This design comes from an exercise in tuning for a short achievable clock period and few clock cycles on the open sky130 flow, not from production work.
In this exercise RTL edits were held to simulation tests only and were not proved equivalent to the original.
Power and IR drop assume default switching activity.

==> inputs of try-violet <==
Design riscv151_core, start of the top module:
module riscv151_core
(
    input         clk,
    input         rst,
    output [13:0] fetch_addr,
    output        fetch_en,
    input  [31:0] imem_rdata,
    input  [31:0] bios_irdata,
    output [13:0] data_addr,
    output [31:0] data_wdata,
    output [3:0]  dmem_we,
    output [3:0]  imem_we,
    output [3:0]  io_we,
    input  [31:0] dmem_rdata,
    input  [31:0] bios_drdata
);
    localparam [29:0] RESET_PC = 30'h1000_0000;  
    reg  [29:0] pc_f;
    reg         v_i;
    reg  [29:0] pc_i;
    reg         selb_i, seli_i;
    reg         pred_i, hit_i;
    reg  [1:0]  ctr_i;
    reg  [29:0] ptgt_i;
    reg         v_d;
    reg  [31:0] ir_d;
    reg  [29:0] pc_d;
    reg         pred_d, hit_d;
    reg  [1:0]  ctr_d;
    reg  [29:0] ptgt_d;
    reg  [31:0] a_e, b_e, s_e;
    reg         fwa_e, fwb_e, fws_e;
    reg  [31:0] link_e;
    reg  [29:0] pc_e;
    reg  [29:0] tgt_e;
    reg         tok_e;
    reg         pred_e, hit_e;
    reg  [1:0]  ctr_e;
    reg         br_e, jal_e, jalr_e, ld_e, st_e, wen_e, bios_e;
    reg  [2:0]  f3_e;
    reg  [4:0]  rd_e;
    reg         op_add_e, op_sub_e, op_sll_e, op_slt_e, op_sltu_e, op_xor_e,
                op_srl_e, op_sra_e, op_or_e, op_and_e, op_link_e;
    reg  [31:0] res_m;
    reg  [31:0] wd_m;
    reg  [3:0]  dwe_m, iwe_m, iowe_m;
    reg         ld_m, wen_m;
    reg  [2:0]  f3_m;
    reg  [4:0]  rd_m;
    reg  [31:0] res_w;
    reg         ld_w, wen_w;
    reg  [1:0]  dsel_w;  
    reg  [2:0]  f3_w;
    reg  [1:0]  off_w;
    reg  [4:0]  rd_w;
    reg  [31:0] wb_w2;
    reg         wen_w2;
    reg  [4:0]  rd_w2;
    reg  [31:0] rf [1:31];
    reg         btb_v   [0:31];
    reg  [9:0]  btb_tag [0:31];
    reg  [29:0] btb_tgt [0:31];
    reg  [1:0]  btb_ctr [0:31];
    reg         btb_j   [0:31];
    wire [31:0] a = fwa_e ? res_m : a_e;
    wire [31:0] b = fwb_e ? res_m : b_e;
    wire [31:0] s = fws_e ? res_m : s_e;
    wire [31:0] sum  = a + b;
    wire [31:0] diff = a - b;
    wire        eq   = (a == b);
    wire        ltu  = (a < b);
    wire        lt   = ($signed(a) < $signed(b));
    wire [31:0] shl  = a << b[4:0];
    wire [31:0] shr  = a >> b[4:0];
    wire [31:0] sra  = $signed(a) >>> b[4:0];
    wire [31:0] alu =
          ({32{op_add_e}}  & sum)
        | ({32{op_sub_e}}  & diff)
  ...
export LEC_CHECK = 0
export ABC_CLOCK_PERIOD_IN_PS = 5000
export CAP_MARGIN = 20
export CORE_MARGIN = 2
export CORE_UTILIZATION = 32
export PLACE_DENSITY = 0.55
export SETUP_SLACK_MARGIN = 5
export SLEW_MARGIN = 20
create_clock -name core_clock -period 10.5 [get_ports {clk}]
run.sh (not shown) runs the stock make flow with config.mk's settings and CLKGATE_MAP_FILE= SYNTH_SCRIPT=/design/flow/synth_recipe.tcl, a recipe that flattens the netlist after the stock synthesis.
==> inputs of try-indigo, as changes to try-violet <==
--- a/flow/design.v
+++ b/flow/design.v
@@ -31,11 +31,12 @@
     reg  [31:0] a_e, b_e, s_e;
     reg         fwa_e, fwb_e, fws_e;
     reg  [31:0] link_e;
     reg  [29:0] pc_e;
     reg  [29:0] tgt_e;
-    reg         tok_e;
+    reg         rA_e, rT_e, rN_e;    
+    reg         c_eq_e, c_ne_e, c_lt_e, c_ge_e, c_ltu_e, c_geu_e;
     reg         pred_e, hit_e;
     reg  [1:0]  ctr_e;
     reg         br_e, jal_e, jalr_e, ld_e, st_e, wen_e, bios_e;
     reg  [2:0]  f3_e;
     reg  [4:0]  rd_e;
@@ -83,26 +84,14 @@
         | ({32{op_srl_e}}  & shr)
         | ({32{op_sra_e}}  & sra)
         | ({32{op_or_e}}   & (a | b))
         | ({32{op_and_e}}  & (a & b))
         | ({32{op_link_e}} & link_e);
-    reg cond;
-    always @(*) begin
-        case (f3_e)
-            3'd0: cond = eq;
-            3'd1: cond = !eq;
-            3'd4: cond = lt;
-            3'd5: cond = !lt;
-            3'd6: cond = ltu;
-            3'd7: cond = !ltu;
-            default: cond = 1'b0;
-        endcase
-    end
+    wire cond = (c_eq_e & eq) | (c_ne_e & !eq) | (c_lt_e & lt) | (c_ge_e & !lt)
+              | (c_ltu_e & ltu) | (c_geu_e & !ltu);
     wire taken_e = jal_e | (br_e & cond);
-    wire redirect = jalr_e
-                  | (taken_e & !(pred_e & tok_e))
-                  | (!taken_e & pred_e);
+    wire redirect = rA_e | (rT_e & cond) | (rN_e & !cond);
     wire [29:0] rpc = jalr_e ? sum[31:2] : (taken_e ? tgt_e : link_e[31:2]);
     wire [3:0] region = sum[31:28];
     reg  [3:0] mask;
     reg  [31:0] wdata;
     always @(*) begin
@@ -193,11 +182,16 @@
                       is_st ? imm_s :
                       (is_opi & shift_i) ? {27'd0, ir_d[24:20]} : imm_i;
     wire [31:0] pc_d32   = {pc_d, 2'b00};
     wire [31:0] link_d   = pc_d32 + 32'd4;
     wire [31:0] tgt_d32  = pc_d32 + (is_jal ? imm_j : imm_b);
-    wire        tok_d    = (tgt_d32[31:2] == ptgt_d);
+    wire [29:0] ta = pc_d;
+    wire [29:0] tb = is_jal ? imm_j[31:2] : imm_b[31:2];
+    wire [29:0] tk = ptgt_d;
+    wire [29:0] tx = ta ^ tb ^ tk;
+    wire [29:0] tc = {((ta[28:0] & tb[28:0]) | ((ta[28:0] ^ tb[28:0]) & ~tk[28:0])), 1'b0};
+    wire        tok_d    = (tx == tc);
     wire arith = is_op | is_opi;
     wire d_add  = (arith & (f3 == 3'd0) & !(is_op & i30)) | is_lui | is_auipc | is_ld | is_st;
     wire d_sub  = arith & (f3 == 3'd0) & is_op & i30;
     wire d_sll  = arith & (f3 == 3'd1);
     wire d_slt  = arith & (f3 == 3'd2);
@@ -214,13 +208,26 @@
     wire m2 = wen_m  & (rd_m  == rs2);
     wire w1 = wen_w  & (rd_w  == rs1);
     wire w2 = wen_w  & (rd_w  == rs2);
     wire x1 = wen_w2 & (rd_w2 == rs1);
     wire x2 = wen_w2 & (rd_w2 == rs2);
-    wire stall = v_d & (
-          (use1 & ((e1 & ld_e) | (m1 & ld_m)))
-        | (use2 & ((e2 & ld_e) | (m2 & ld_m))));
+    reg  stall;
+    wire [31:0] nb = ibus;
+    wire [6:0]  nopc = nb[6:0];
+    wire [4:0]  nrs1 = nb[19:15];
+    wire [4:0]  nrs2 = nb[24:20];
+    wire nuse1 = (nopc == 7'b1100111) | (nopc == 7'b1100011) | (nopc == 7'b0000011)
+               | (nopc == 7'b0100011) | (nopc == 7'b0010011) | (nopc == 7'b0110011);
+    wire nuse2 = (nopc == 7'b1100011) | (nopc == 7'b0100011) | (nopc == 7'b0110011);
+    wire ldd   = v_d & is_ld & wr;    
+    wire lde   = wen_e & ld_e;        
+    wire sB = v_i & (
+          (nuse1 & ((ldd & (rd == nrs1)) | (lde & (rd_e == nrs1))))
+        | (nuse2 & ((ldd & (rd == nrs2)) | (lde & (rd_e == nrs2)))));
+    wire sA = v_d & ((use1 & e1 & ld_e) | (use2 & e2 & ld_e));
+    wire stall_n = !redirect & (stall ? sA : sB);
+    wire [31:0] ibus = ({32{selb_i}} & bios_irdata) | ({32{seli_i}} & imem_rdata);
     wire [31:0] rf1 = (rs1 == 5'd0) ? 32'd0 : rf[rs1];
     wire [31:0] rf2 = (rs2 == 5'd0) ? 32'd0 : rf[rs2];
     wire [31:0] old1 = m1 ? res_m : (x1 ? wb_w2 : rf1);
     wire [31:0] old2 = m2 ? res_m : (x2 ? wb_w2 : rf2);
     wire        late1 = w1 & !m1;
@@ -233,12 +240,13 @@
     wire        bhit    = btb_v[bi] & (btb_tag[bi] == {pc_f[28], pc_f[13:5]});
     wire        bpred   = bhit & (btb_j[bi] | btb_ctr[bi][1]);
     wire [29:0] btgt    = btb_tgt[bi];
     wire [29:0] pc_next = bpred ? btgt : (pc_f + 30'd1);
     wire go = !stall & !redirect;
-    wire [31:0] ibus = ({32{selb_i}} & bios_irdata) | ({32{seli_i}} & imem_rdata);
     always @(posedge clk) begin
+        if (rst) stall <= 1'b0;
+        else     stall <= stall_n;
         if (rst) begin
             pc_f <= RESET_PC;
             v_i  <= 1'b0;
             v_d  <= 1'b0;
         end else if (redirect) begin
@@ -270,11 +278,15 @@
     end
     always @(posedge clk) begin
         if (rst) begin
             br_e <= 1'b0; jal_e <= 1'b0; jalr_e <= 1'b0; ld_e <= 1'b0;
             st_e <= 1'b0; wen_e <= 1'b0; pred_e <= 1'b0;
+            rA_e <= 1'b0; rT_e <= 1'b0; rN_e <= 1'b0;
         end else begin
+            rA_e   <= go & v_d & (is_jalr | (is_jal & !(pred_d & tok_d)) | (!is_jal & !is_br & pred_d));
+            rT_e   <= go & v_d & is_br & !(pred_d & tok_d);
+            rN_e   <= go & v_d & is_br & pred_d;
             br_e   <= go & v_d & is_br;
             jal_e  <= go & v_d & is_jal;
             jalr_e <= go & v_d & is_jalr;
             ld_e   <= go & v_d & is_ld;
             st_e   <= go & v_d & is_st;
@@ -288,11 +300,16 @@
         fwb_e  <= e2 & (is_op | is_br);
         fws_e  <= e2;
         link_e <= link_d;
         pc_e   <= pc_d;
         tgt_e  <= tgt_d32[31:2];
-        tok_e  <= tok_d;
+        c_eq_e  <= (f3 == 3'd0);
+        c_ne_e  <= (f3 == 3'd1);
+        c_lt_e  <= (f3 == 3'd4);
+        c_ge_e  <= (f3 == 3'd5);
+        c_ltu_e <= (f3 == 3'd6);
+        c_geu_e <= (f3 == 3'd7);
         hit_e  <= hit_d;
         ctr_e  <= ctr_d;
         bios_e <= link_d[30];
         f3_e   <= f3;
         rd_e   <= rd;
@@ -347,27 +364,45 @@
         else     wen_w2 <= wen_w;
         wb_w2 <= wb_w;
         rd_w2 <= rd_w;
         if (wen_w2) rf[rd_w2] <= wb_w2;
     end
-    wire btb_we = (br_e | jal_e) & (taken_e | hit_e);
-    wire [1:0] ctr_new = taken_e ? (hit_e ? ((ctr_e == 2'd3) ? 2'd3 : ctr_e + 2'd1) : 2'd2)
-                                 : ((ctr_e == 2'd0) ? 2'd0 : ctr_e - 2'd1);
+    reg        bu_we, bu_clr;
+    reg [4:0]  bu_idx;
+    reg [9:0]  bu_tag;
+    reg [29:0] bu_tgt;
+    reg [1:0]  bu_ctr;
+    reg        bu_j;
+    always @(posedge clk) begin
+        if (rst) begin
+            bu_we  <= 1'b0;
+            bu_clr <= 1'b0;
+        end else begin
+            bu_we  <= (br_e | jal_e) & (taken_e | hit_e);
+            bu_clr <= pred_e & !(br_e | jal_e);
+        end
+        bu_idx <= pc_e[4:0];
+        bu_tag <= {pc_e[28], pc_e[13:5]};
+        bu_tgt <= tgt_e;
+        bu_ctr <= taken_e ? (hit_e ? ((ctr_e == 2'd3) ? 2'd3 : ctr_e + 2'd1) : 2'd2)
+                          : ((ctr_e == 2'd0) ? 2'd0 : ctr_e - 2'd1);
+        bu_j   <= jal_e;
+    end
     integer k;
     always @(posedge clk) begin
         if (rst) begin
             for (k = 0; k < 32; k = k + 1) btb_v[k] <= 1'b0;
-        end else if (btb_we) begin
-            btb_v[pc_e[4:0]] <= 1'b1;
-        end else if (pred_e & !(br_e | jal_e)) begin
-            btb_v[pc_e[4:0]] <= 1'b0;
+        end else if (bu_we) begin
+            btb_v[bu_idx] <= 1'b1;
+        end else if (bu_clr) begin
+            btb_v[bu_idx] <= 1'b0;
         end
-        if (btb_we) begin
-            btb_tag[pc_e[4:0]] <= {pc_e[28], pc_e[13:5]};
-            btb_tgt[pc_e[4:0]] <= tgt_e;
-            btb_ctr[pc_e[4:0]] <= ctr_new;
-            btb_j[pc_e[4:0]]   <= jal_e;
+        if (bu_we) begin
+            btb_tag[bu_idx] <= bu_tag;
+            btb_tgt[bu_idx] <= bu_tgt;
+            btb_ctr[bu_idx] <= bu_ctr;
+            btb_j[bu_idx]   <= bu_j;
         end
     end
     assign fetch_addr = pc_f[13:0];
     assign fetch_en   = !stall;
     assign data_addr  = res_m[15:2];
==> flow/flow/run.sh (new file) <==
#!/bin/bash
set -euo pipefail
bash standard.sh SETUP_SLACK_MARGIN=6.5 finish > standard.log 2>&1
==> flow/standard.sh (new file) <==
#!/bin/bash
# synth_recipe.tcl (not shown) runs the flow's synth.tcl, then flattens the netlist and writes it again
# the make line also repeats each setting of config.mk as NAME=value (left out here)
make -C /OpenROAD-flow-scripts/flow DESIGN_CONFIG=/design/flow/config.mk WORK_HOME=/design/flow/orfs CLKGATE_MAP_FILE= SYNTH_SCRIPT=/design/flow/synth_recipe.tcl "${@:-finish}"
==> flow/config.mk (replaced) <==
export PLATFORM = sky130hd
export DESIGN_NAME = riscv151_core
export DESIGN_NICKNAME = riscv151_core
export VERILOG_FILES = /design/flow/design.v
export SDC_FILE = /design/flow/constraint.sdc
export NUM_CORES = 4
export LEC_CHECK = 0
export ABC_CLOCK_PERIOD_IN_PS = 4000
export CAP_MARGIN = 20
export CORE_MARGIN = 2
export CORE_UTILIZATION = 32
export PLACE_DENSITY = 0.55
export SLEW_MARGIN = 20
removed: flow/run.sh
==> results.txt <==
quantity	try-indigo	try-violet
Site row count	238	236
Maximum ir drop on the vdd rail	0.000139 V	0.000139 V
Detailed Place HPWL	300 mm	300 mm
Overall power of the completed layout	31.5 mW	27.9 mW
Share of cell area taken by muxes after synthesis	0.199	0.197
Clock buffer instance count of the final layout	423	427
Cell repeated most along the worst path	or3_4	buf_4
Total number of tap cells	5,640	5,474
Peak fanout along the critical path	12	35
Worst slew margin	0.208	0.106
Cell-internal power	22.7 mW	20.8 mW
Worst Path Buf+Inv	2	3
Worst hold margin	0.331 ns	0.329 ns
Slowest cell on the critical path	dfxtp_1	buf_4
Status	complete, no violations	complete, no violations
Detailed-route vias per instance	5.75	5.76
Least-Margin Pin Slew	1.18 ns	1.32 ns
Testbench counts of try-violet, summed over its fixed seeds: cycles 88,802.
Testbench counts of try-indigo, summed over its fixed seeds: cycles 88,802.

==> v38: inputs <==
riscv151_core, a different RTL version from the one above (not shown whole).
Design riscv151_core, start of the top module:
module riscv151_core
(
    input         clk,
    input         rst,
    output [13:0] fetch_addr,
    output        fetch_en,
    input  [31:0] imem_rdata,
    input  [31:0] bios_irdata,
    output [13:0] data_addr,
    output [31:0] data_wdata,
    output [3:0]  dmem_we,
    output [3:0]  imem_we,
    output [3:0]  io_we,
    input  [31:0] dmem_rdata,
    input  [31:0] bios_drdata
);
    localparam [29:0] RESET_PC = 30'h1000_0000;  
    reg  [29:0] pc_f;
    reg         v_i;
    reg  [29:0] pc_i;
    reg         selb_i, seli_i;
    reg         pred_i, hit_i;
    reg  [1:0]  ctr_i;
    reg  [29:0] ptgt_i;
    reg         v_d;
    reg  [31:0] ir_d;
    reg  [29:0] pc_d;
    reg         pred_d, hit_d;
    reg  [1:0]  ctr_d;
    reg  [29:0] ptgt_d;
    reg  [31:0] a_e, b_e, s_e;
    reg         fwa_e, fwb_e, fws_e;
    reg  [31:0] link_e;
    reg  [29:0] pc_e;
    reg  [29:0] tgt_e;
    reg         tok_e;
    reg         pred_e, hit_e;
    reg  [1:0]  ctr_e;
    reg         br_e, jal_e, jalr_e, ld_e, st_e, wen_e, bios_e;
    reg  [2:0]  f3_e;
    reg  [4:0]  rd_e;
    reg         op_add_e, op_sub_e, op_sll_e, op_slt_e, op_sltu_e, op_xor_e,
                op_srl_e, op_sra_e, op_or_e, op_and_e, op_link_e;
    reg  [31:0] res_m;
    reg  [31:0] wd_m;
    reg  [3:0]  dwe_m, iwe_m, iowe_m;
    reg         ld_m, wen_m;
    reg  [2:0]  f3_m;
    reg  [4:0]  rd_m;
    reg  [31:0] res_w;
    reg         ld_w, wen_w;
    reg  [1:0]  dsel_w;  
    reg  [2:0]  f3_w;
    reg  [1:0]  off_w;
    reg  [4:0]  rd_w;
    reg  [31:0] wb_w2;
    reg         wen_w2;
    reg  [4:0]  rd_w2;
    reg  [31:0] rf [1:31];
    reg         btb_v   [0:31];
    reg  [9:0]  btb_tag [0:31];
    reg  [29:0] btb_tgt [0:31];
    reg  [1:0]  btb_ctr [0:31];
    reg         btb_j   [0:31];
  ...
export LEC_CHECK = 0
export ABC_CLOCK_PERIOD_IN_PS = 4000
export CAP_MARGIN = 20
export CORE_MARGIN = 2
export CORE_UTILIZATION = 32
export PLACE_DENSITY = 0.55
export SLEW_MARGIN = 20
create_clock -name core_clock -period 10.5 [get_ports {clk}]
standard.sh (not shown) runs the stock make flow with config.mk's settings and CLKGATE_MAP_FILE= SYNTH_SCRIPT=/design/flow/synth_recipe.tcl, a recipe that flattens the netlist after the stock synthesis.
==> flow/flow/run.sh <==
#!/bin/bash
set -euo pipefail
bash standard.sh SETUP_SLACK_MARGIN=6.5 finish > standard.log 2>&1
==> v9: changes against v38 <==
--- a/flow/design.v
+++ b/flow/design.v
@@ -30,13 +30,14 @@
     reg  [29:0] ptgt_d;
     reg  [31:0] a_e, b_e, s_e;
     reg         fwa_e, fwb_e, fws_e;
     reg  [31:0] link_e;
     reg  [29:0] pc_e;
     reg  [29:0] tgt_e;
-    reg         tok_e;
+    reg         rA_e, rT_e, rN_e;    
+    reg         c_eq_e, c_ne_e, c_lt_e, c_ge_e, c_ltu_e, c_geu_e;
     reg         pred_e, hit_e;
     reg  [1:0]  ctr_e;
     reg         br_e, jal_e, jalr_e, ld_e, st_e, wen_e, bios_e;
     reg  [2:0]  f3_e;
     reg  [4:0]  rd_e;
     reg         op_add_e, op_sub_e, op_sll_e, op_slt_e, op_sltu_e, op_xor_e,
@@ -62,17 +63,33 @@
     reg  [29:0] btb_tgt [0:31];
     reg  [1:0]  btb_ctr [0:31];
     reg         btb_j   [0:31];
     wire [31:0] a = fwa_e ? res_m : a_e;
     wire [31:0] b = fwb_e ? res_m : b_e;
     wire [31:0] s = fws_e ? res_m : s_e;
-    wire [31:0] sum  = a + b;
-    wire [31:0] diff = a - b;
-    wire        eq   = (a == b);
-    wire        ltu  = (a < b);
-    wire        lt   = ($signed(a) < $signed(b));
+    wire [31:0] sum_ab  = a_e + b_e;
+    wire [31:0] sum_mb  = res_m + b_e;
+    wire [31:0] sum_am  = a_e + res_m;
+    wire [31:0] sum_mm  = {res_m[30:0], 1'b0};
+    wire [31:0] diff_ab = a_e - b_e;
+    wire [31:0] diff_mb = res_m - b_e;
+    wire [31:0] diff_am = a_e - res_m;
+    wire        eq_ab   = (a_e == b_e);
+    wire        eq_mb   = (res_m == b_e);
+    wire        eq_am   = (a_e == res_m);
+    wire        ltu_ab  = (a_e < b_e);
+    wire        ltu_mb  = (res_m < b_e);
+    wire        ltu_am  = (a_e < res_m);
+    wire        lt_ab   = ($signed(a_e) < $signed(b_e));
+    wire        lt_mb   = ($signed(res_m) < $signed(b_e));
+    wire        lt_am   = ($signed(a_e) < $signed(res_m));
+    wire [31:0] sum  = fwa_e ? (fwb_e ? sum_mm : sum_mb) : (fwb_e ? sum_am : sum_ab);
+    wire [31:0] diff = fwa_e ? (fwb_e ? 32'd0 : diff_mb) : (fwb_e ? diff_am : diff_ab);
+    wire        eq   = fwa_e ? (fwb_e ? 1'b1 : eq_mb) : (fwb_e ? eq_am : eq_ab);
+    wire        ltu  = fwa_e ? (fwb_e ? 1'b0 : ltu_mb) : (fwb_e ? ltu_am : ltu_ab);
+    wire        lt   = fwa_e ? (fwb_e ? 1'b0 : lt_mb) : (fwb_e ? lt_am : lt_ab);
     wire [31:0] shl  = a << b[4:0];
     wire [31:0] shr  = a >> b[4:0];
     wire [31:0] sra  = $signed(a) >>> b[4:0];
     wire [31:0] alu =
           ({32{op_add_e}}  & sum)
         | ({32{op_sub_e}}  & diff)
@@ -82,28 +99,16 @@
         | ({32{op_xor_e}}  & (a ^ b))
         | ({32{op_srl_e}}  & shr)
         | ({32{op_sra_e}}  & sra)
         | ({32{op_or_e}}   & (a | b))
         | ({32{op_and_e}}  & (a & b))
         | ({32{op_link_e}} & link_e);
-    reg cond;
-    always @(*) begin
-        case (f3_e)
-            3'd0: cond = eq;
-            3'd1: cond = !eq;
-            3'd4: cond = lt;
-            3'd5: cond = !lt;
-            3'd6: cond = ltu;
-            3'd7: cond = !ltu;
-            default: cond = 1'b0;
-        endcase
-    end
+    wire cond = (c_eq_e & eq) | (c_ne_e & !eq) | (c_lt_e & lt) | (c_ge_e & !lt)
+              | (c_ltu_e & ltu) | (c_geu_e & !ltu);
     wire taken_e = jal_e | (br_e & cond);
-    wire redirect = jalr_e
-                  | (taken_e & !(pred_e & tok_e))
-                  | (!taken_e & pred_e);
+    wire redirect = rA_e | (rT_e & cond) | (rN_e & !cond);
     wire [29:0] rpc = jalr_e ? sum[31:2] : (taken_e ? tgt_e : link_e[31:2]);
     wire [3:0] region = sum[31:28];
     reg  [3:0] mask;
     reg  [31:0] wdata;
     always @(*) begin
         case (f3_e)
@@ -192,13 +197,18 @@
     wire [31:0] imm = (is_lui | is_auipc) ? imm_u :
                       is_st ? imm_s :
                       (is_opi & shift_i) ? {27'd0, ir_d[24:20]} : imm_i;
     wire [31:0] pc_d32   = {pc_d, 2'b00};
     wire [31:0] link_d   = pc_d32 + 32'd4;
     wire [31:0] tgt_d32  = pc_d32 + (is_jal ? imm_j : imm_b);
-    wire        tok_d    = (tgt_d32[31:2] == ptgt_d);
+    wire [29:0] ta = pc_d;
+    wire [29:0] tb = is_jal ? imm_j[31:2] : imm_b[31:2];
+    wire [29:0] tk = ptgt_d;
+    wire [29:0] tx = ta ^ tb ^ tk;
+    wire [29:0] tc = {((ta[28:0] & tb[28:0]) | ((ta[28:0] ^ tb[28:0]) & ~tk[28:0])), 1'b0};
+    wire        tok_d    = (tx == tc);
     wire arith = is_op | is_opi;
     wire d_add  = (arith & (f3 == 3'd0) & !(is_op & i30)) | is_lui | is_auipc | is_ld | is_st;
     wire d_sub  = arith & (f3 == 3'd0) & is_op & i30;
     wire d_sll  = arith & (f3 == 3'd1);
     wire d_slt  = arith & (f3 == 3'd2);
     wire d_sltu = arith & (f3 == 3'd3);
@@ -213,15 +223,28 @@
     wire m1 = wen_m  & (rd_m  == rs1);
     wire m2 = wen_m  & (rd_m  == rs2);
     wire w1 = wen_w  & (rd_w  == rs1);
     wire w2 = wen_w  & (rd_w  == rs2);
     wire x1 = wen_w2 & (rd_w2 == rs1);
     wire x2 = wen_w2 & (rd_w2 == rs2);
-    wire stall = v_d & (
-          (use1 & ((e1 & ld_e) | (m1 & ld_m)))
-        | (use2 & ((e2 & ld_e) | (m2 & ld_m))));
+    reg  stall;
+    wire [31:0] nb = ibus;
+    wire [6:0]  nopc = nb[6:0];
+    wire [4:0]  nrs1 = nb[19:15];
+    wire [4:0]  nrs2 = nb[24:20];
+    wire nuse1 = (nopc == 7'b1100111) | (nopc == 7'b1100011) | (nopc == 7'b0000011)
+               | (nopc == 7'b0100011) | (nopc == 7'b0010011) | (nopc == 7'b0110011);
+    wire nuse2 = (nopc == 7'b1100011) | (nopc == 7'b0100011) | (nopc == 7'b0110011);
+    wire ldd   = v_d & is_ld & wr;    
+    wire lde   = wen_e & ld_e;        
+    wire sB = v_i & (
+          (nuse1 & ((ldd & (rd == nrs1)) | (lde & (rd_e == nrs1))))
+        | (nuse2 & ((ldd & (rd == nrs2)) | (lde & (rd_e == nrs2)))));
+    wire sA = v_d & ((use1 & e1 & ld_e) | (use2 & e2 & ld_e));
+    wire stall_n = !redirect & (stall ? sA : sB);
+    wire [31:0] ibus = ({32{selb_i}} & bios_irdata) | ({32{seli_i}} & imem_rdata);
     wire [31:0] rf1 = (rs1 == 5'd0) ? 32'd0 : rf[rs1];
     wire [31:0] rf2 = (rs2 == 5'd0) ? 32'd0 : rf[rs2];
     wire [31:0] old1 = m1 ? res_m : (x1 ? wb_w2 : rf1);
     wire [31:0] old2 = m2 ? res_m : (x2 ? wb_w2 : rf2);
     wire        late1 = w1 & !m1;
     wire        late2 = w2 & !m2;
@@ -232,27 +255,28 @@
     wire [4:0]  bi      = pc_f[4:0];
     wire        bhit    = btb_v[bi] & (btb_tag[bi] == {pc_f[28], pc_f[13:5]});
     wire        bpred   = bhit & (btb_j[bi] | btb_ctr[bi][1]);
     wire [29:0] btgt    = btb_tgt[bi];
     wire [29:0] pc_next = bpred ? btgt : (pc_f + 30'd1);
     wire go = !stall & !redirect;
-    wire [31:0] ibus = ({32{selb_i}} & bios_irdata) | ({32{seli_i}} & imem_rdata);
     always @(posedge clk) begin
+        if (rst) stall <= 1'b0;
+        else     stall <= stall_n;
         if (rst) begin
-            pc_f <= RESET_PC;
             v_i  <= 1'b0;
             v_d  <= 1'b0;
         end else if (redirect) begin
-            pc_f <= rpc;
             v_i  <= 1'b0;
             v_d  <= 1'b0;
         end else if (!stall) begin
-            pc_f <= pc_next;
             v_i  <= 1'b1;
             v_d  <= v_i;
         end
+        if (redirect)   pc_f <= rpc;
+        else if (rst)   pc_f <= RESET_PC;
+        else if (!stall) pc_f <= pc_next;
     end
     always @(posedge clk) begin
         if (!stall) begin
             pc_i   <= pc_f;
             selb_i <= (pc_f[29:26] == 4'h4);
             seli_i <= (pc_f[29:26] == 4'h1);
@@ -269,13 +293,17 @@
         end
     end
     always @(posedge clk) begin
         if (rst) begin
             br_e <= 1'b0; jal_e <= 1'b0; jalr_e <= 1'b0; ld_e <= 1'b0;
             st_e <= 1'b0; wen_e <= 1'b0; pred_e <= 1'b0;
+            rA_e <= 1'b0; rT_e <= 1'b0; rN_e <= 1'b0;
         end else begin
+            rA_e   <= go & v_d & (is_jalr | (is_jal & !(pred_d & tok_d)) | (!is_jal & !is_br & pred_d));
+            rT_e   <= go & v_d & is_br & !(pred_d & tok_d);
+            rN_e   <= go & v_d & is_br & pred_d;
             br_e   <= go & v_d & is_br;
             jal_e  <= go & v_d & is_jal;
             jalr_e <= go & v_d & is_jalr;
             ld_e   <= go & v_d & is_ld;
             st_e   <= go & v_d & is_st;
             wen_e  <= go & v_d & wr;
@@ -287,13 +315,18 @@
         fwa_e  <= e1 & !(is_auipc | is_lui | is_jal);
         fwb_e  <= e2 & (is_op | is_br);
         fws_e  <= e2;
         link_e <= link_d;
         pc_e   <= pc_d;
         tgt_e  <= tgt_d32[31:2];
-        tok_e  <= tok_d;
+        c_eq_e  <= (f3 == 3'd0);
+        c_ne_e  <= (f3 == 3'd1);
+        c_lt_e  <= (f3 == 3'd4);
+        c_ge_e  <= (f3 == 3'd5);
+        c_ltu_e <= (f3 == 3'd6);
+        c_geu_e <= (f3 == 3'd7);
         hit_e  <= hit_d;
         ctr_e  <= ctr_d;
         bios_e <= link_d[30];
         f3_e   <= f3;
         rd_e   <= rd;
         op_add_e  <= d_add;
- ABC_CLOCK_PERIOD_IN_PS: 4000 -> 2500
- CORE_UTILIZATION: 32 -> 40
- PLACE_DENSITY: 0.55 -> 0.6
==> v33: changes against v38 <==
--- a/flow/design.v
+++ b/flow/design.v
@@ -30,13 +30,14 @@
     reg  [29:0] ptgt_d;
     reg  [31:0] a_e, b_e, s_e;
     reg         fwa_e, fwb_e, fws_e;
     reg  [31:0] link_e;
     reg  [29:0] pc_e;
     reg  [29:0] tgt_e;
-    reg         tok_e;
+    reg         rA_e, rT_e, rN_e;    
+    reg         c_eq_e, c_ne_e, c_lt_e, c_ge_e, c_ltu_e, c_geu_e;
     reg         pred_e, hit_e;
     reg  [1:0]  ctr_e;
     reg         br_e, jal_e, jalr_e, ld_e, st_e, wen_e, bios_e;
     reg  [2:0]  f3_e;
     reg  [4:0]  rd_e;
     reg         op_add_e, op_sub_e, op_sll_e, op_slt_e, op_sltu_e, op_xor_e,
@@ -62,17 +63,33 @@
     reg  [29:0] btb_tgt [0:31];
     reg  [1:0]  btb_ctr [0:31];
     reg         btb_j   [0:31];
     wire [31:0] a = fwa_e ? res_m : a_e;
     wire [31:0] b = fwb_e ? res_m : b_e;
     wire [31:0] s = fws_e ? res_m : s_e;
-    wire [31:0] sum  = a + b;
-    wire [31:0] diff = a - b;
-    wire        eq   = (a == b);
-    wire        ltu  = (a < b);
-    wire        lt   = ($signed(a) < $signed(b));
+    wire [31:0] sum_ab  = a_e + b_e;
+    wire [31:0] sum_mb  = res_m + b_e;
+    wire [31:0] sum_am  = a_e + res_m;
+    wire [31:0] sum_mm  = {res_m[30:0], 1'b0};
+    wire [31:0] diff_ab = a_e - b_e;
+    wire [31:0] diff_mb = res_m - b_e;
+    wire [31:0] diff_am = a_e - res_m;
+    wire        eq_ab   = (a_e == b_e);
+    wire        eq_mb   = (res_m == b_e);
+    wire        eq_am   = (a_e == res_m);
+    wire        ltu_ab  = (a_e < b_e);
+    wire        ltu_mb  = (res_m < b_e);
+    wire        ltu_am  = (a_e < res_m);
+    wire        lt_ab   = ($signed(a_e) < $signed(b_e));
+    wire        lt_mb   = ($signed(res_m) < $signed(b_e));
+    wire        lt_am   = ($signed(a_e) < $signed(res_m));
+    wire [31:0] sum  = fwa_e ? (fwb_e ? sum_mm : sum_mb) : (fwb_e ? sum_am : sum_ab);
+    wire [31:0] diff = fwa_e ? (fwb_e ? 32'd0 : diff_mb) : (fwb_e ? diff_am : diff_ab);
+    wire        eq   = fwa_e ? (fwb_e ? 1'b1 : eq_mb) : (fwb_e ? eq_am : eq_ab);
+    wire        ltu  = fwa_e ? (fwb_e ? 1'b0 : ltu_mb) : (fwb_e ? ltu_am : ltu_ab);
+    wire        lt   = fwa_e ? (fwb_e ? 1'b0 : lt_mb) : (fwb_e ? lt_am : lt_ab);
     wire [31:0] shl  = a << b[4:0];
     wire [31:0] shr  = a >> b[4:0];
     wire [31:0] sra  = $signed(a) >>> b[4:0];
     wire [31:0] alu =
           ({32{op_add_e}}  & sum)
         | ({32{op_sub_e}}  & diff)
@@ -82,28 +99,16 @@
         | ({32{op_xor_e}}  & (a ^ b))
         | ({32{op_srl_e}}  & shr)
         | ({32{op_sra_e}}  & sra)
         | ({32{op_or_e}}   & (a | b))
         | ({32{op_and_e}}  & (a & b))
         | ({32{op_link_e}} & link_e);
-    reg cond;
-    always @(*) begin
-        case (f3_e)
-            3'd0: cond = eq;
-            3'd1: cond = !eq;
-            3'd4: cond = lt;
-            3'd5: cond = !lt;
-            3'd6: cond = ltu;
-            3'd7: cond = !ltu;
-            default: cond = 1'b0;
-        endcase
-    end
+    wire cond = (c_eq_e & eq) | (c_ne_e & !eq) | (c_lt_e & lt) | (c_ge_e & !lt)
+              | (c_ltu_e & ltu) | (c_geu_e & !ltu);
     wire taken_e = jal_e | (br_e & cond);
-    wire redirect = jalr_e
-                  | (taken_e & !(pred_e & tok_e))
-                  | (!taken_e & pred_e);
+    wire redirect = rA_e | (rT_e & cond) | (rN_e & !cond);
     wire [29:0] rpc = jalr_e ? sum[31:2] : (taken_e ? tgt_e : link_e[31:2]);
     wire [3:0] region = sum[31:28];
     reg  [3:0] mask;
     reg  [31:0] wdata;
     always @(*) begin
         case (f3_e)
@@ -192,13 +197,18 @@
     wire [31:0] imm = (is_lui | is_auipc) ? imm_u :
                       is_st ? imm_s :
                       (is_opi & shift_i) ? {27'd0, ir_d[24:20]} : imm_i;
     wire [31:0] pc_d32   = {pc_d, 2'b00};
     wire [31:0] link_d   = pc_d32 + 32'd4;
     wire [31:0] tgt_d32  = pc_d32 + (is_jal ? imm_j : imm_b);
-    wire        tok_d    = (tgt_d32[31:2] == ptgt_d);
+    wire [29:0] ta = pc_d;
+    wire [29:0] tb = is_jal ? imm_j[31:2] : imm_b[31:2];
+    wire [29:0] tk = ptgt_d;
+    wire [29:0] tx = ta ^ tb ^ tk;
+    wire [29:0] tc = {((ta[28:0] & tb[28:0]) | ((ta[28:0] ^ tb[28:0]) & ~tk[28:0])), 1'b0};
+    wire        tok_d    = (tx == tc);
     wire arith = is_op | is_opi;
     wire d_add  = (arith & (f3 == 3'd0) & !(is_op & i30)) | is_lui | is_auipc | is_ld | is_st;
     wire d_sub  = arith & (f3 == 3'd0) & is_op & i30;
     wire d_sll  = arith & (f3 == 3'd1);
     wire d_slt  = arith & (f3 == 3'd2);
     wire d_sltu = arith & (f3 == 3'd3);
@@ -213,15 +223,28 @@
     wire m1 = wen_m  & (rd_m  == rs1);
     wire m2 = wen_m  & (rd_m  == rs2);
     wire w1 = wen_w  & (rd_w  == rs1);
     wire w2 = wen_w  & (rd_w  == rs2);
     wire x1 = wen_w2 & (rd_w2 == rs1);
     wire x2 = wen_w2 & (rd_w2 == rs2);
-    wire stall = v_d & (
-          (use1 & ((e1 & ld_e) | (m1 & ld_m)))
-        | (use2 & ((e2 & ld_e) | (m2 & ld_m))));
+    reg  stall;
+    wire [31:0] nb = ibus;
+    wire [6:0]  nopc = nb[6:0];
+    wire [4:0]  nrs1 = nb[19:15];
+    wire [4:0]  nrs2 = nb[24:20];
+    wire nuse1 = (nopc == 7'b1100111) | (nopc == 7'b1100011) | (nopc == 7'b0000011)
+               | (nopc == 7'b0100011) | (nopc == 7'b0010011) | (nopc == 7'b0110011);
+    wire nuse2 = (nopc == 7'b1100011) | (nopc == 7'b0100011) | (nopc == 7'b0110011);
+    wire ldd   = v_d & is_ld & wr;    
+    wire lde   = wen_e & ld_e;        
+    wire sB = v_i & (
+          (nuse1 & ((ldd & (rd == nrs1)) | (lde & (rd_e == nrs1))))
+        | (nuse2 & ((ldd & (rd == nrs2)) | (lde & (rd_e == nrs2)))));
+    wire sA = v_d & ((use1 & e1 & ld_e) | (use2 & e2 & ld_e));
+    wire stall_n = !redirect & (stall ? sA : sB);
+    wire [31:0] ibus = ({32{selb_i}} & bios_irdata) | ({32{seli_i}} & imem_rdata);
     wire [31:0] rf1 = (rs1 == 5'd0) ? 32'd0 : rf[rs1];
     wire [31:0] rf2 = (rs2 == 5'd0) ? 32'd0 : rf[rs2];
     wire [31:0] old1 = m1 ? res_m : (x1 ? wb_w2 : rf1);
     wire [31:0] old2 = m2 ? res_m : (x2 ? wb_w2 : rf2);
     wire        late1 = w1 & !m1;
     wire        late2 = w2 & !m2;
@@ -232,27 +255,28 @@
     wire [4:0]  bi      = pc_f[4:0];
     wire        bhit    = btb_v[bi] & (btb_tag[bi] == {pc_f[28], pc_f[13:5]});
     wire        bpred   = bhit & (btb_j[bi] | btb_ctr[bi][1]);
     wire [29:0] btgt    = btb_tgt[bi];
     wire [29:0] pc_next = bpred ? btgt : (pc_f + 30'd1);
     wire go = !stall & !redirect;
-    wire [31:0] ibus = ({32{selb_i}} & bios_irdata) | ({32{seli_i}} & imem_rdata);
     always @(posedge clk) begin
+        if (rst) stall <= 1'b0;
+        else     stall <= stall_n;
         if (rst) begin
-            pc_f <= RESET_PC;
             v_i  <= 1'b0;
             v_d  <= 1'b0;
         end else if (redirect) begin
-            pc_f <= rpc;
             v_i  <= 1'b0;
             v_d  <= 1'b0;
         end else if (!stall) begin
-            pc_f <= pc_next;
             v_i  <= 1'b1;
             v_d  <= v_i;
         end
+        if (redirect)   pc_f <= rpc;
+        else if (rst)   pc_f <= RESET_PC;
+        else if (!stall) pc_f <= pc_next;
     end
     always @(posedge clk) begin
         if (!stall) begin
             pc_i   <= pc_f;
             selb_i <= (pc_f[29:26] == 4'h4);
             seli_i <= (pc_f[29:26] == 4'h1);
@@ -269,13 +293,17 @@
         end
     end
     always @(posedge clk) begin
         if (rst) begin
             br_e <= 1'b0; jal_e <= 1'b0; jalr_e <= 1'b0; ld_e <= 1'b0;
             st_e <= 1'b0; wen_e <= 1'b0; pred_e <= 1'b0;
+            rA_e <= 1'b0; rT_e <= 1'b0; rN_e <= 1'b0;
         end else begin
+            rA_e   <= go & v_d & (is_jalr | (is_jal & !(pred_d & tok_d)) | (!is_jal & !is_br & pred_d));
+            rT_e   <= go & v_d & is_br & !(pred_d & tok_d);
+            rN_e   <= go & v_d & is_br & pred_d;
             br_e   <= go & v_d & is_br;
             jal_e  <= go & v_d & is_jal;
             jalr_e <= go & v_d & is_jalr;
             ld_e   <= go & v_d & is_ld;
             st_e   <= go & v_d & is_st;
             wen_e  <= go & v_d & wr;
@@ -287,13 +315,18 @@
         fwa_e  <= e1 & !(is_auipc | is_lui | is_jal);
         fwb_e  <= e2 & (is_op | is_br);
         fws_e  <= e2;
         link_e <= link_d;
         pc_e   <= pc_d;
         tgt_e  <= tgt_d32[31:2];
-        tok_e  <= tok_d;
+        c_eq_e  <= (f3 == 3'd0);
+        c_ne_e  <= (f3 == 3'd1);
+        c_lt_e  <= (f3 == 3'd4);
+        c_ge_e  <= (f3 == 3'd5);
+        c_ltu_e <= (f3 == 3'd6);
+        c_geu_e <= (f3 == 3'd7);
         hit_e  <= hit_d;
         ctr_e  <= ctr_d;
         bios_e <= link_d[30];
         f3_e   <= f3;
         rd_e   <= rd;
         op_add_e  <= d_add;
==> comparison table <==
quantity	v33	v9	v38
Outcome	timing/DRC/antenna clean	timing/DRC/antenna clean	timing/DRC/antenna clean
Critical path endpoint	pc_f[26]$_DFFE_PN_	pc_f[17]$_DFFE_PN_	fetch_en
Relative area of clock buffers and inverters in the final design	6.28%	6.28%	6.61%
Via-per-instance ratio	5.82	6.35	5.78
Post-synthesis simple-gate area fraction	5.36%	5.36%	4.53%
Die Y	672 um	601 um	651 um
Initial Util	32.1%	40.1%	32.1%
Clock latency on the worst-skew pair	0.95 ns	0.95 ns	1.00 ns
Mapped Cells	9,341	9,341	8,248
Net switching component of the power	18.2 mW	17.8 mW	7.28 mW
Wire length on met2	268,000 um	253,000 um	225,000 um
Critical Path Most Common Cell	buf_12	buf_6	-
Final Total Pwr	48.0 mW	46.7 mW	28.6 mW
Minimum hold slack	0.319 ns	0.327 ns	0.331 ns
Chip Width	672 um	601 um	651 um
Multiplexer fraction of the synthesized cell area	18.7%	18.7%	19.4%
Power in combinational cells	19.7 mW	18.8 mW	3.28 mW
Seq cells	3,040	3,040	3,031
Slowest cell delay on critical path	0.41 ns	0.45 ns	0.52 ns
Testbench counts of v38, summed over its fixed seeds: cycles 88,802.
Testbench counts of v9, summed over its fixed seeds: cycles 88,802.
Testbench counts of v33, summed over its fixed seeds: cycles 88,802.

afterwards: timing with drivers on the ports:
In the flow no input, the clock included, has a driving cell. The finished layouts below were timed again as built, in two steps.
Step 1 (the two cells are an assumption about what drives the block):
set clk [get_ports {clk}]
set_driving_cell -lib_cell sky130_fd_sc_hd__clkbuf_16 $clk
set_driving_cell -lib_cell sky130_fd_sc_hd__buf_2 [delete_from_list [all_inputs] $clk]
Step 2, shift: input delay + t, output delay - t, t = (earliest + latest rising clock arrival at the registers) / 2. This alone moves slack from input paths to output paths.
Slacks: no drivers / after step 1 / after step 2; pairs: no drivers / after step 1.
run	t, ns	setup WS [ns]	cell pins on the clock port's net
try-violet	1.015	5.078 / 5.060 / 4.658	1
try-indigo	1.031	6.097 / 6.097 / 5.525	1
v38	1.046	5.472 / 5.362 / 5.518	1
v9	1.020	6.193 / 6.193 / 5.478	1
v33	1.044	6.264 / 6.264 / 5.466	1
After both steps setup and hold are still met in every run listed. The setup slack of v33, which loses most, moves by 0.000 ns with the drivers and by -0.798 ns with both steps.
